From an optimization exercise on the open Yosys and OpenROAD flow, aimed at small area; shortcuts taken in it are not production practice. The RTL was checked by simulation tests, not by an equivalence proof against the original design. Power and IR drop assume default switching activity.

==> yarrow <==
==> flow/design.v <==
`timescale 1ns / 1ps
module Receiver(
	input wire clk,
	input wire rst,
	input wire din,
	output reg [7:0] data,
	output wire valid
	);
reg d;
reg [2:0] i;
reg [8:0] cnt;
wire idle  = ~d & ~i[2] & ~i[1];
wire start = ~d & ~i[2] & i[1] & ~i[0];
wire stop  = ~d & ~i[2] & i[1] & i[0];
wire last  = ~d & i[2];
wire chk   = ~cnt[6] & cnt[5] & ~cnt[3] & cnt[2] & ~cnt[1] & ~cnt[0];
wire wr    = d & chk;
assign valid = ~d & ~i[2] & ~i[1] & i[0];
always @(posedge clk) begin
	cnt <= idle ? 9'd0 : {~cnt[7:0], cnt[8] ^ (cnt[3] | cnt[4] & cnt[0])};
	if (wr & ~i[2] & ~i[1] & ~i[0]) data[0] <= din;
	if (wr & ~i[2] & ~i[1] &  i[0]) data[1] <= din;
	if (wr & ~i[2] &  i[1] & ~i[0]) data[2] <= din;
	if (wr & ~i[2] &  i[1] &  i[0]) data[3] <= din;
	if (wr &  i[2] & ~i[1] & ~i[0]) data[4] <= din;
	if (wr &  i[2] & ~i[1] &  i[0]) data[5] <= din;
	if (wr &  i[2] &  i[1] & ~i[0]) data[6] <= din;
	if (wr &  i[2] &  i[1] &  i[0]) data[7] <= din;
	if (rst) begin
		d <= 1'b0; i <= 3'd0;
	end else if (idle) begin
		i <= din ? 3'd0 : 3'd2;
	end else if (last) begin
		i <= 3'd1;
	end else if (chk) begin
		if (start) begin
			d <= ~din; i <= 3'd0;
		end else if (stop) begin
			i <= din ? 3'd4 : 3'd0;
		end else begin
			i[0] <= ~i[0];
			i[1] <= i[1] ^ i[0];
			i[2] <= i[2] ^ (i[1] & i[0]);
			if (i[2] & i[1] & i[0]) begin d <= 1'b0; i <= 3'd3; end
		end
	end
end
endmodule
`timescale 1ns / 1ps
module Transmitter #(parameter EARLY = 0) (
	input wire clk,
	input wire rst,
	input wire en,
	output wire [2:0] idx,
	input wire bit_in,
	output reg dout
	);
reg [3:0] ph;
reg [8:0] cnt;
wire ready = ~ph[3] & ph[2] & ~ph[1];
wire pre   = ready & ph[0];
wire start = ~ph[3] & ph[2] & ph[1] & ph[0];
wire stop  = ph == 4'd0;
wire e0    = ~cnt[7] & ~cnt[5] & ~cnt[4] & ~cnt[3] & ~cnt[1];
wire e278  = cnt[8] & cnt[7] & cnt[6] & cnt[4] & ~cnt[1] & cnt[0];
assign idx = ph[2:0];
always @(posedge clk) begin
	cnt <= (ready | e278) ? 9'd0 : {~cnt[7:0], cnt[8] ^ cnt[1]};
	if (rst | ~ph[3] & ~start)
		dout <= 1'b1;
	else if (start)
		dout <= 1'b0;
	else if (e0)
		dout <= bit_in;
	if (rst)
		ph <= 4'd4;
	else if (EARLY && pre)
		ph <= 4'd7;
	else if (ready)
		ph <= en ? (EARLY ? 4'd5 : 4'd7) : 4'd4;
	else if (e278)
		ph <= stop ? ((EARLY != 0 && en) ? 4'd5 : 4'd4) : ph + 4'd1;
end
endmodule
`timescale 1ns / 1ps
module Mitm(
	input wire CLK,
	input wire rst,  
	input wire RX,
	output wire TX,
	output wire C4,  
	output wire C5,  
	input wire C6,  
	input wire C7,  
	output reg LED1
);
reg [1:0] state;
wire green  = ~state[1];
wire normal = ~state[0];
reg grn, fwd_bs, fwd_bg;
wire [7:0] data, bs_data_rx, bg_data_rx;
wire usb_valid, bs_valid, bg_valid;
wire [2:0] usb_idx, bs_idx, bg_idx;
Receiver r_usb(.clk(CLK), .rst(rst), .din(RX), .data(data), .valid(usb_valid));
Receiver r_bs (.clk(CLK), .rst(rst), .din(C6), .data(bs_data_rx), .valid(bs_valid));
Receiver r_bg (.clk(CLK), .rst(rst), .din(C7), .data(bg_data_rx), .valid(bg_valid));
wire [7:0] G = 8'd71;
wire bg_en = green | normal & bs_valid;
wire bs_en = green | normal & bg_valid & ~bs_valid;
Transmitter t_usb(.clk(CLK), .rst(rst), .en(usb_valid), .idx(usb_idx),
	.bit_in(data[usb_idx]), .dout(TX));
Transmitter #(1) t_bs(.clk(CLK), .rst(rst), .en(bs_en), .idx(bs_idx),
	.bit_in(fwd_bs ? bg_data_rx[bs_idx] : grn & G[bs_idx]), .dout(C4));
Transmitter #(1) t_bg(.clk(CLK), .rst(rst), .en(bg_en), .idx(bg_idx),
	.bit_in(fwd_bg ? bs_data_rx[bg_idx] : grn & G[bg_idx]), .dout(C5));
wire cmd = usb_valid & (data[7:4] == 4'b0100) & data[2] & data[1] & (data[3] | data[0]);
always @(posedge CLK) begin
	if (rst) begin
		state <= 2'b11;
		LED1 <= 1'b0;
		grn <= 1'b0;
		fwd_bs <= 1'b0;
		fwd_bg <= 1'b0;
	end else begin
		if (cmd) begin
			LED1 <= ~LED1;
			state <= {data[3], data[0]};
		end
		if (normal) begin
			if (bs_valid) fwd_bg <= 1'b1;
			else if (bg_valid) fwd_bs <= 1'b1;
		end else begin
			grn <= green;
			fwd_bs <= 1'b0;
			fwd_bg <= 1'b0;
		end
	end
end
endmodule
==> flow/flow/run.sh <==
#!/bin/bash
# The standard layout, with three changes:
# - synthesis maps the logic with area-oriented ABC scripts and no adder
#   extraction (flow/synth_area.tcl):
#   each flow/abc_*.script is tried in a synthesis of its own and the one
#   giving the smallest cell area is used for the layout;
# - clock tree: no dummy loads on the leaf nets;
# - port buffers: the smallest buffer (repair may still resize it).
# Each tool's output goes to a log file in this folder.
set -euo pipefail
W=$PWD
export CTS_ARGS="-sink_clustering_enable -repair_clock_nets -dont_use_dummy_load -root_buf sky130_fd_sc_hd__clkbuf_8 -buf_list sky130_fd_sc_hd__clkbuf_16 -sink_clustering_levels 1 -sink_clustering_size 28 -sink_clustering_max_diameter 80"
export BUFFER_PORTS_ARGS="-buffer_cell sky130_fd_sc_hd__buf_1"

trial() {
  local s=$1 n
  n=$(basename "$s" .script)
  AREA_ABC_SCRIPT="$s" make -C "$FLOW_HOME" DESIGN_CONFIG="$W/config.mk" WORK_HOME="$W/trial_$n" \
    CLKGATE_MAP_FILE= SYNTH_SCRIPT="$W/flow/synth_area.tcl" synth > "$W/trial_$n.log" 2>&1 || return 0
  awk '/Chip area for module/ {print $NF}' "$W/trial_$n/reports/$FLOW_PLATFORM/Mitm/base/synth_stat.txt" \
    > "$W/trial_$n.area"
}
pids=()
for s in "$W"/flow/abc_*.script; do
  trial "$s" &
  pids+=($!)
  if (( ${#pids[@]} >= ${NUM_CORES:-4} )); then wait "${pids[0]}"; pids=("${pids[@]:1}"); fi
done
wait
best=$(for f in "$W"/trial_*.area; do [[ -s $f ]] && echo "$(cat "$f") $(basename "$f" .area)"; done | sort -g | head -1 | awk '{print $2}')
best=${best#trial_}
echo "areas:"; for f in "$W"/trial_*.area; do echo "  $(basename "$f" .area) $(cat "$f")"; done
echo "using $best"
rm -rf "$W"/trial_*/
export AREA_ABC_SCRIPT="$W/flow/$best.script"
bash standard.sh SYNTH_SCRIPT="$W/flow/synth_area.tcl" synth > synth.log 2>&1
bash standard.sh finish > standard.log 2>&1
==> flow/flow/abc_t14.script <==
&get -n
&st
&syn3
&dch -f
&nf -R 1000 -p -F 8 -A 4
&put
mfs3 -ae
topo
==> flow/flow/abc_t8.script <==
&get -n
&st
&syn3
&dch -f
&nf -R 1000 -p -F 8 -A 4
&put
topo
==> flow/flow/abc_u1.script <==
&get -n
&st
&syn3
&dch -f
&nf -R 1000 -p -F 8 -A 4
&put
mfs3 -aer
mfs3 -ae
topo
==> flow/flow/abc_u10.script <==
&get -n
&st
&syn3
&put
strash
&get -n
&dch -f
&nf -R 1000 -p -F 8 -A 4
&put
mfs3 -ae
strash
&get -n
&dch -f
&nf -R 1000 -p -F 8 -A 4
&put
mfs3 -ae
strash
&get -n
&dch -f
&nf -R 1000 -p -F 8 -A 4
&put
mfs3 -ae
strash
&get -n
&dch -f
&nf -R 1000 -p -F 8 -A 4
&put
mfs3 -ae
topo
==> flow/flow/abc_u12.script <==
&get -n
&st
&put
strash
&get -n
&dch -f
&nf -R 1000 -p -F 8 -A 4
&put
mfs3 -ae
strash
&get -n
&dch -f
&nf -R 1000 -p -F 8 -A 4
&put
mfs3 -ae
strash
&get -n
&dch -f
&nf -R 1000 -p -F 8 -A 4
&put
mfs3 -ae
strash
&get -n
&dch -f
&nf -R 1000 -p -F 8 -A 4
&put
mfs3 -ae
strash
&get -n
&dch -f
&nf -R 1000 -p -F 8 -A 4
&put
mfs3 -ae
strash
&get -n
&dch -f
&nf -R 1000 -p -F 8 -A 4
&put
mfs3 -ae
strash
&get -n
&dch -f
&nf -R 1000 -p -F 8 -A 4
&put
mfs3 -ae
strash
&get -n
&dch -f
&nf -R 1000 -p -F 8 -A 4
&put
mfs3 -ae
topo
==> flow/flow/abc_u13.script <==
&get -n
&st
&syn3
&put
strash
&get -n
&dch -f
&nf -R 1000 -p -F 8 -A 4
&put
mfs3 -ae
strash
&get -n
&dch -f
&nf -R 1000 -p -F 8 -A 4
&put
mfs3 -ae
strash
&get -n
&dch -f
&nf -R 1000 -p -F 8 -A 4
&put
mfs3 -ae
strash
&get -n
&dch -f
&nf -R 1000 -p -F 8 -A 4
&put
mfs3 -ae
strash
&get -n
&dch -f
&nf -R 1000 -p -F 8 -A 4
&put
mfs3 -ae
strash
&get -n
&dch -f
&nf -R 1000 -p -F 8 -A 4
&put
mfs3 -ae
topo
==> flow/flow/abc_u14.script <==
&get -n
&st
&put
strash
&get -n
&dch -f
&nf -R 1000 -p -F 8 -A 4
&put
mfs3 -aer
strash
&get -n
&dch -f
&nf -R 1000 -p -F 8 -A 4
&put
mfs3 -aer
strash
&get -n
&dch -f
&nf -R 1000 -p -F 8 -A 4
&put
mfs3 -aer
strash
&get -n
&dch -f
&nf -R 1000 -p -F 8 -A 4
&put
mfs3 -aer
strash
&get -n
&dch -f
&nf -R 1000 -p -F 8 -A 4
&put
mfs3 -aer
strash
&get -n
&dch -f
&nf -R 1000 -p -F 8 -A 4
&put
mfs3 -aer
topo
==> flow/flow/abc_u15.script <==
&get -n
&st
&put
strash
&get -n
&dch
&nf -R 1000 -p -F 8 -A 4
&put
mfs3 -ae
strash
&get -n
&dch -f
&nf -R 1000 -p -F 8 -A 4
&put
mfs3 -ae
strash
&get -n
&dch
&nf -R 1000 -p -F 8 -A 4
&put
mfs3 -ae
strash
&get -n
&dch -f
&nf -R 1000 -p -F 8 -A 4
&put
mfs3 -ae
strash
&get -n
&dch
&nf -R 1000 -p -F 8 -A 4
&put
mfs3 -ae
strash
&get -n
&dch -f
&nf -R 1000 -p -F 8 -A 4
&put
mfs3 -ae
topo
==> flow/flow/abc_u4.script <==
&get -n
&st
&syn3
&dch -f
&nf -R 1000 -p -F 8 -A 4
&put
mfs3 -ae
strash
&get -n
&dch -f
&nf -R 1000 -p -F 8 -A 4
&put
mfs3 -ae
topo
==> flow/flow/abc_u5.script <==
&get -n
&st
&put
strash
&get -n
&syn3
&dch -f
&nf -R 1000 -p -F 8 -A 4
&put
mfs3 -ae
strash
&get -n
&dch -f
&nf -R 1000 -p -F 8 -A 4
&put
mfs3 -ae
strash
&get -n
&dch -f
&nf -R 1000 -p -F 8 -A 4
&put
mfs3 -ae
topo
==> flow/flow/abc_u7.script <==
&get -n
&st
&put
strash
&get -n
&dch -f
&nf -R 1000 -p -F 8 -A 4
&put
mfs3 -ae
strash
&get -n
&dch -f
&nf -R 1000 -p -F 8 -A 4
&put
mfs3 -ae
strash
&get -n
&dch -f
&nf -R 1000 -p -F 8 -A 4
&put
mfs3 -ae
strash
&get -n
&dch -f
&nf -R 1000 -p -F 8 -A 4
&put
mfs3 -ae
topo
==> flow/flow/abc_u9.script <==
&get -n
&st
&put
strash
&get -n
&dch -f
&nf -R 1000 -p -F 8 -A 4
&put
mfs3 -ae
strash
&get -n
&dch -f
&nf -R 1000 -p -F 8 -A 4
&put
mfs3 -ae
strash
&get -n
&dch -f
&nf -R 1000 -p -F 8 -A 4
&put
mfs3 -ae
strash
&get -n
&dch -f
&nf -R 1000 -p -F 8 -A 4
&put
mfs3 -ae
strash
&get -n
&dch -f
&nf -R 1000 -p -F 8 -A 4
&put
mfs3 -ae
strash
&get -n
&dch -f
&nf -R 1000 -p -F 8 -A 4
&put
mfs3 -ae
topo
==> flow/flow/abc_v3.script <==
&get -n
&st
&syn2
&put
strash
&get -n
&dch -f
&nf -R 1000 -p -F 8 -A 4
&put
mfs3 -ae
strash
&get -n
&dch -f
&nf -R 1000 -p -F 8 -A 4
&put
mfs3 -ae
strash
&get -n
&dch -f
&nf -R 1000 -p -F 8 -A 4
&put
mfs3 -ae
strash
&get -n
&dch -f
&nf -R 1000 -p -F 8 -A 4
&put
mfs3 -ae
topo
==> flow/flow/synth_area.tcl <==
# synth_recipe.tcl (the standard synthesis) with two changes to the mapping of
# the logic between the registers:
# - ABC maps it with an area-oriented script ($AREA_ABC_SCRIPT) instead of
#   ORFS's delay-oriented one;
# - half/full adders are not extracted into adder cells before ABC (ORFS's
#   ADDER_MAP_FILE step), so ABC sees and optimises all of the logic.
# Registers are mapped before ABC runs, so they are the same as in the
# standard synthesis.
proc synth {args} { yosys synth -nofsm -noshare {*}$args }
proc abc {args} {
  set i [lsearch $args -script]
  if { $i >= 0 } { lset args [expr {$i + 1}] $::env(AREA_ABC_SCRIPT) }
  yosys abc {*}$args
}
set ::env(ADDER_MAP_FILE) ""
source $::env(SCRIPTS_DIR)/synth.tcl
# left out here: clear keep_hierarchy, flatten, clean up, hide names made inside functions, write 1_2_yosys.v
==> flow/standard.sh <==
#!/bin/bash
# synth_recipe.tcl (not shown) runs the flow's synth.tcl, then flattens the netlist and writes it again
# the make line also repeats each setting of config.mk as NAME=value (left out here)
make -C /OpenROAD-flow-scripts/flow DESIGN_CONFIG=/design/flow/config.mk WORK_HOME=/design/flow/orfs CLKGATE_MAP_FILE= SYNTH_SCRIPT=/design/flow/synth_recipe.tcl "${@:-finish}"
==> flow/config.mk <==
export PLATFORM = sky130hd
export DESIGN_NAME = Mitm
export DESIGN_NICKNAME = Mitm
export VERILOG_FILES = /design/flow/design.v
export SDC_FILE = /design/flow/constraint.sdc
export NUM_CORES = 4
export LEC_CHECK = 0
export CAP_MARGIN = 5
export CORE_MARGIN = 2
export CORE_UTILIZATION = 60
export GPL_TIMING_DRIVEN = 0
export SLEW_MARGIN = 5
==> flow/constraint.sdc <==
create_clock -name core_clock -period 10.0 [get_ports {CLK}]
set_input_delay 2.0000 -clock core_clock [delete_from_list [all_inputs] [get_ports {CLK}]]
set_output_delay 2.0000 -clock core_clock [all_outputs]
set_load 0.01 [all_outputs]
==> raven: changes against yarrow <==
--- a/flow/design.v
+++ b/flow/design.v
@@ -7,16 +7,18 @@
 	output wire valid
 	);
-reg d;
-reg [2:0] i;
+localparam [8:0] C0 = 9'd237;
+reg d;           
+reg [2:0] i;     
 reg [8:0] cnt;
-wire idle  = ~d & ~i[2] & ~i[1];
-wire start = ~d & ~i[2] & i[1] & ~i[0];
-wire stop  = ~d & ~i[2] & i[1] & i[0];
-wire last  = ~d & i[2];
-wire chk   = ~cnt[6] & cnt[5] & ~cnt[3] & cnt[2] & ~cnt[1] & ~cnt[0];
-wire wr    = d & chk;
-assign valid = ~d & ~i[2] & ~i[1] & i[0];
+wire idle  = ~d & ~i[1];
+wire start = ~d & i[1] & ~i[0];
+wire stop  = ~d & i[1] & i[0];
+wire e139  = ~cnt[6] & ~cnt[5] & ~cnt[4] & cnt[3] & cnt[2] & cnt[0];
+wire e278  = cnt[8] & ~cnt[7] & ~cnt[5] & cnt[4] & ~cnt[3] & cnt[0];
+wire e140  = cnt[8] & cnt[6] & ~cnt[3] & ~cnt[1];
+assign valid = ~d & ~i[1] & i[0];
+wire wr = d & e139;
 always @(posedge clk) begin
-	cnt <= idle ? 9'd0 : {~cnt[7:0], cnt[8] ^ (cnt[3] | cnt[4] & cnt[0])};
+	cnt <= (idle | e278) ? C0 : {~cnt[7:0], cnt[8] ^ cnt[1]};
 	if (wr & ~i[2] & ~i[1] & ~i[0]) data[0] <= din;
 	if (wr & ~i[2] & ~i[1] &  i[0]) data[1] <= din;
@@ -31,17 +33,15 @@
 	end else if (idle) begin
 		i <= din ? 3'd0 : 3'd2;
-	end else if (last) begin
-		i <= 3'd1;
-	end else if (chk) begin
-		if (start) begin
-			d <= ~din; i <= 3'd0;
-		end else if (stop) begin
-			i <= din ? 3'd4 : 3'd0;
-		end else begin
-			i[0] <= ~i[0];
-			i[1] <= i[1] ^ i[0];
-			i[2] <= i[2] ^ (i[1] & i[0]);
-			if (i[2] & i[1] & i[0]) begin d <= 1'b0; i <= 3'd3; end
-		end
+	end else if (start) begin
+		if (e139 && din) i <= 3'd0;
+		else if (e278) begin d <= 1'b1; i <= 3'd0; end
+	end else if (stop) begin
+		if (e139 && !din) i <= 3'd0;
+		else if (e140) i <= 3'd1;
+	end else if (e278) begin
+		i[0] <= ~i[0];
+		i[1] <= i[1] ^ i[0];
+		i[2] <= i[2] ^ (i[1] & i[0]);
+		if (i[2] & i[1] & i[0]) begin d <= 1'b0; i <= 3'd3; end
 	end
 end
@@ -56,16 +56,17 @@
 	output reg dout
 	);
-reg [3:0] ph;
+localparam [8:0] C0 = 9'd0;
+reg d;
+reg [2:0] i;
 reg [8:0] cnt;
-wire ready = ~ph[3] & ph[2] & ~ph[1];
-wire pre   = ready & ph[0];
-wire start = ~ph[3] & ph[2] & ph[1] & ph[0];
-wire stop  = ph == 4'd0;
+wire ready = ~d & ~i[1];
+wire start = ~d & i[1] & ~i[0];
+wire stop  = ~d & i[1] & i[0];
 wire e0    = ~cnt[7] & ~cnt[5] & ~cnt[4] & ~cnt[3] & ~cnt[1];
 wire e278  = cnt[8] & cnt[7] & cnt[6] & cnt[4] & ~cnt[1] & cnt[0];
-assign idx = ph[2:0];
+assign idx = i;
 always @(posedge clk) begin
-	cnt <= (ready | e278) ? 9'd0 : {~cnt[7:0], cnt[8] ^ cnt[1]};
-	if (rst | ~ph[3] & ~start)
+	cnt <= (ready | e278) ? C0 : {~cnt[7:0], cnt[8] ^ cnt[1]};
+	if (rst | ~d & ~start)
 		dout <= 1'b1;
 	else if (start)
@@ -73,12 +74,21 @@
 	else if (e0)
 		dout <= bit_in;
-	if (rst)
-		ph <= 4'd4;
-	else if (EARLY && pre)
-		ph <= 4'd7;
-	else if (ready)
-		ph <= en ? (EARLY ? 4'd5 : 4'd7) : 4'd4;
-	else if (e278)
-		ph <= stop ? ((EARLY != 0 && en) ? 4'd5 : 4'd4) : ph + 4'd1;
+	if (rst) begin
+		d <= 1'b0; i <= 3'd0;
+	end else if (ready) begin
+		if (EARLY && i[0]) i <= 3'd2;
+		else if (en) i <= EARLY ? 3'd1 : 3'd2;
+	end else if (e278) begin
+		if (start) begin
+			d <= 1'b1; i <= 3'd0;
+		end else if (stop) begin
+			i <= {2'b00, EARLY != 0 && en};
+		end else begin
+			i[0] <= ~i[0];
+			i[1] <= i[1] ^ i[0];
+			i[2] <= i[2] ^ (i[1] & i[0]);
+			if (i[2] & i[1] & i[0]) begin d <= 1'b0; i <= 3'd3; end
+		end
+	end
 end
 endmodule
--- a/flow/flow/run.sh
+++ b/flow/flow/run.sh
@@ -1,6 +1,5 @@
 #!/bin/bash
 # The standard layout, with three changes:
-# - synthesis maps the logic with area-oriented ABC scripts and no adder
-#   extraction (flow/synth_area.tcl):
+# - synthesis maps the logic with area-oriented ABC scripts (flow/synth_area.tcl):
 #   each flow/abc_*.script is tried in a synthesis of its own and the one
 #   giving the smallest cell area is used for the layout;
@@ -10,5 +9,5 @@
 set -euo pipefail
 W=$PWD
-export CTS_ARGS="-sink_clustering_enable -repair_clock_nets -dont_use_dummy_load -root_buf sky130_fd_sc_hd__clkbuf_8 -buf_list sky130_fd_sc_hd__clkbuf_16 -sink_clustering_levels 1 -sink_clustering_size 28 -sink_clustering_max_diameter 80"
+export CTS_ARGS="-sink_clustering_enable -repair_clock_nets -dont_use_dummy_load -root_buf sky130_fd_sc_hd__clkbuf_8 -buf_list sky130_fd_sc_hd__clkbuf_4 -sink_clustering_size 14 -sink_clustering_max_diameter 60"
 export BUFFER_PORTS_ARGS="-buffer_cell sky130_fd_sc_hd__buf_1"
 
==> flow/flow/synth_area.tcl (replaced) <==
# synth_recipe.tcl (the standard synthesis) with one change: ABC maps the
# logic with an area-oriented script (abc_area.script beside this file)
# instead of ORFS's delay-oriented one. Registers are mapped before ABC runs,
# so they are the same as in the standard synthesis.
proc synth {args} { yosys synth -nofsm -noshare {*}$args }
proc abc {args} {
  set i [lsearch $args -script]
  if { $i >= 0 } { lset args [expr {$i + 1}] $::env(AREA_ABC_SCRIPT) }
  yosys abc {*}$args
}
source $::env(SCRIPTS_DIR)/synth.tcl
# left out here: clear keep_hierarchy, flatten, clean up, hide names made inside functions, write 1_2_yosys.v
- CAP_MARGIN: 5 -> 20
- GPL_TIMING_DRIVEN: 0 -> default
- SLEW_MARGIN: 5 -> 20
removed: flow/flow/abc_u12.script
removed: flow/flow/abc_u13.script
removed: flow/flow/abc_u14.script
removed: flow/flow/abc_u15.script
removed: flow/flow/abc_v3.script
==> lagoon: changes against yarrow <==
--- a/flow/design.v
+++ b/flow/design.v
@@ -56,16 +56,17 @@
 	output reg dout
 	);
-reg [3:0] ph;
+localparam [8:0] C0 = 9'd0;
+reg d;
+reg [2:0] i;
 reg [8:0] cnt;
-wire ready = ~ph[3] & ph[2] & ~ph[1];
-wire pre   = ready & ph[0];
-wire start = ~ph[3] & ph[2] & ph[1] & ph[0];
-wire stop  = ph == 4'd0;
+wire ready = ~d & ~i[1];
+wire start = ~d & i[1] & ~i[0];
+wire stop  = ~d & i[1] & i[0];
 wire e0    = ~cnt[7] & ~cnt[5] & ~cnt[4] & ~cnt[3] & ~cnt[1];
 wire e278  = cnt[8] & cnt[7] & cnt[6] & cnt[4] & ~cnt[1] & cnt[0];
-assign idx = ph[2:0];
+assign idx = i;
 always @(posedge clk) begin
-	cnt <= (ready | e278) ? 9'd0 : {~cnt[7:0], cnt[8] ^ cnt[1]};
-	if (rst | ~ph[3] & ~start)
+	cnt <= (ready | e278) ? C0 : {~cnt[7:0], cnt[8] ^ cnt[1]};
+	if (rst | ~d & ~start)
 		dout <= 1'b1;
 	else if (start)
@@ -73,12 +74,21 @@
 	else if (e0)
 		dout <= bit_in;
-	if (rst)
-		ph <= 4'd4;
-	else if (EARLY && pre)
-		ph <= 4'd7;
-	else if (ready)
-		ph <= en ? (EARLY ? 4'd5 : 4'd7) : 4'd4;
-	else if (e278)
-		ph <= stop ? ((EARLY != 0 && en) ? 4'd5 : 4'd4) : ph + 4'd1;
+	if (rst) begin
+		d <= 1'b0; i <= 3'd0;
+	end else if (ready) begin
+		if (EARLY && i[0]) i <= 3'd2;
+		else if (en) i <= EARLY ? 3'd1 : 3'd2;
+	end else if (e278) begin
+		if (start) begin
+			d <= 1'b1; i <= 3'd0;
+		end else if (stop) begin
+			i <= {2'b00, EARLY != 0 && en};
+		end else begin
+			i[0] <= ~i[0];
+			i[1] <= i[1] ^ i[0];
+			i[2] <= i[2] ^ (i[1] & i[0]);
+			if (i[2] & i[1] & i[0]) begin d <= 1'b0; i <= 3'd3; end
+		end
+	end
 end
 endmodule
--- a/flow/flow/run.sh
+++ b/flow/flow/run.sh
@@ -1,6 +1,5 @@
 #!/bin/bash
 # The standard layout, with three changes:
-# - synthesis maps the logic with area-oriented ABC scripts and no adder
-#   extraction (flow/synth_area.tcl):
+# - synthesis maps the logic with area-oriented ABC scripts (flow/synth_area.tcl):
 #   each flow/abc_*.script is tried in a synthesis of its own and the one
 #   giving the smallest cell area is used for the layout;
@@ -10,5 +9,5 @@
 set -euo pipefail
 W=$PWD
-export CTS_ARGS="-sink_clustering_enable -repair_clock_nets -dont_use_dummy_load -root_buf sky130_fd_sc_hd__clkbuf_8 -buf_list sky130_fd_sc_hd__clkbuf_16 -sink_clustering_levels 1 -sink_clustering_size 28 -sink_clustering_max_diameter 80"
+export CTS_ARGS="-sink_clustering_enable -repair_clock_nets -dont_use_dummy_load -root_buf sky130_fd_sc_hd__clkbuf_8 -buf_list sky130_fd_sc_hd__clkbuf_4 -sink_clustering_size 14 -sink_clustering_max_diameter 60"
 export BUFFER_PORTS_ARGS="-buffer_cell sky130_fd_sc_hd__buf_1"
 
==> flow/flow/synth_area.tcl (replaced) <==
# synth_recipe.tcl (the standard synthesis) with one change: ABC maps the
# logic with an area-oriented script (abc_area.script beside this file)
# instead of ORFS's delay-oriented one. Registers are mapped before ABC runs,
# so they are the same as in the standard synthesis.
proc synth {args} { yosys synth -nofsm -noshare {*}$args }
proc abc {args} {
  set i [lsearch $args -script]
  if { $i >= 0 } { lset args [expr {$i + 1}] $::env(AREA_ABC_SCRIPT) }
  yosys abc {*}$args
}
source $::env(SCRIPTS_DIR)/synth.tcl
# left out here: clear keep_hierarchy, flatten, clean up, hide names made inside functions, write 1_2_yosys.v
- CAP_MARGIN: 5 -> 0
- SLEW_MARGIN: 5 -> 0
removed: flow/flow/abc_u12.script
removed: flow/flow/abc_u13.script
removed: flow/flow/abc_u14.script
removed: flow/flow/abc_u15.script
removed: flow/flow/abc_v3.script
==> ember: changes against yarrow <==
--- a/flow/flow/run.sh
+++ b/flow/flow/run.sh
@@ -10,5 +10,5 @@
 set -euo pipefail
 W=$PWD
-export CTS_ARGS="-sink_clustering_enable -repair_clock_nets -dont_use_dummy_load -root_buf sky130_fd_sc_hd__clkbuf_8 -buf_list sky130_fd_sc_hd__clkbuf_16 -sink_clustering_levels 1 -sink_clustering_size 28 -sink_clustering_max_diameter 80"
+export CTS_ARGS="-sink_clustering_enable -repair_clock_nets -dont_use_dummy_load -root_buf sky130_fd_sc_hd__clkbuf_8 -buf_list sky130_fd_sc_hd__clkbuf_4 -sink_clustering_size 14 -sink_clustering_max_diameter 60"
 export BUFFER_PORTS_ARGS="-buffer_cell sky130_fd_sc_hd__buf_1"
 
==> run summary <==
- The share of the synthesized netlist area taken by xor and xnor gates is 0.0187.
- In this run the number of cells on the critical path is 8.
- The post-route core utilization is 0.661.
- The share of the Yosys chip area taken by registers is 0.584.
- The share of total power dissipated in combinational logic is 0.174.
- The run finished with no timing, DRC or antenna violations.
That was lagoon.
==> run summary <==
- Of the total synthesized cell area, the portion taken by XOR and XNOR cells is 0.0218.
- In this run the number of cells on the critical path is 1.
- The post-route core utilization is 0.665.
- The run finished with no timing, DRC or antenna violations.
- The number of hold violations in the final report came to 0.
- The met2 global-route usage is 0.292.
- The portion of the post-synthesis area used by sequential elements is 0.613.
- The delay of the slowest cell on the worst path is between 300 and 400 ps.
- The combinational power share is 0.064.
That was yarrow.
==> run summary <==
- The flow ran to the end and the layout has no timing, DRC or antenna violations.
- After detailed routing, the average wire length per cell comes to about 13 um.
- For this run, the share of the core covered by cells in the final layout is 0.665.
- The delay of the slowest cell on the worst path is roughly 360 ps.
- For this run, the leading register cell type out of synthesis is sky130_fd_sc_hd__dfxtp_1.
- The worst setup slack before clock tree synthesis is about 7000 ps.
- The combinational power share is 0.064.
- The share of the synthesized netlist area taken by xor and xnor gates is 0.0218.
- In this run the number of cells on the critical path is 1.
- The mapped netlist covers ~4000 um2.
- The number of pins with negative max-slew slack in the final report is 0.
- The portion of the post-synthesis area used by sequential elements is 0.613.
That was ember.
==> run summary <==
- For this run, the share of the core covered by cells in the final layout is 0.667.
- The kind of path behind the tightest hold check is reg -> reg.
- The detail route stage leaves a number of antenna-violating nets equal to 0.
- Once placement completed, the tool counted placed cells totaling 550.
- The flow ran to the end and the layout has no timing, DRC or antenna violations.
- The total design power is about 730 uW.
- The share of the synthesized netlist area taken by xor and xnor gates is 0.0183.
- The portion of the post-synthesis area used by sequential elements is 0.572.
- The logic depth of the worst setup path including buffers is 6.
That was raven.

[re-timing with driven ports]
No port has a modelled driver above. Below, the same layouts with a new extraction and two added sets of constraints. Step 1 assumes that a clkbuf_16 drives the clock port and a buf_2 every other input. Step 2, shift: input delay + t, output delay - t, t = (earliest + latest rising clock arrival at the registers) / 2. This alone moves slack from input paths to output paths. Slacks: ideal / step 1 / step 2; pairs: ideal / step 1.
| run | shift t [ns] | setup slack, ns | hold slack, ns | latest minus earliest clock arrival (ns) | worst data-port slew with drivers (ns) |
|---|---|---|---|---|---|
| yarrow | 0.389 | 7.138 / 7.106 / 6.966 | 0.377 / 0.377 / 0.377 | 0.029 / 0.028 | 0.03 |
| raven | 0.375 | 6.958 / 6.965 / 6.590 | 0.388 / 0.388 / 0.388 | 0.026 / 0.026 | 0.03 |
| lagoon | 0.379 | 6.922 / 6.922 / 6.922 | 0.384 / 0.384 / 0.384 | 0.029 / 0.028 | 0.03 |
| ember | 0.389 | 7.138 / 7.106 / 6.966 | 0.377 / 0.377 / 0.377 | 0.029 / 0.028 | 0.03 |
After both steps every run listed still meets setup and hold. For raven, which loses most, drivers alone change the setup slack by +0.007 ns; drivers and shift together by -0.368 ns.
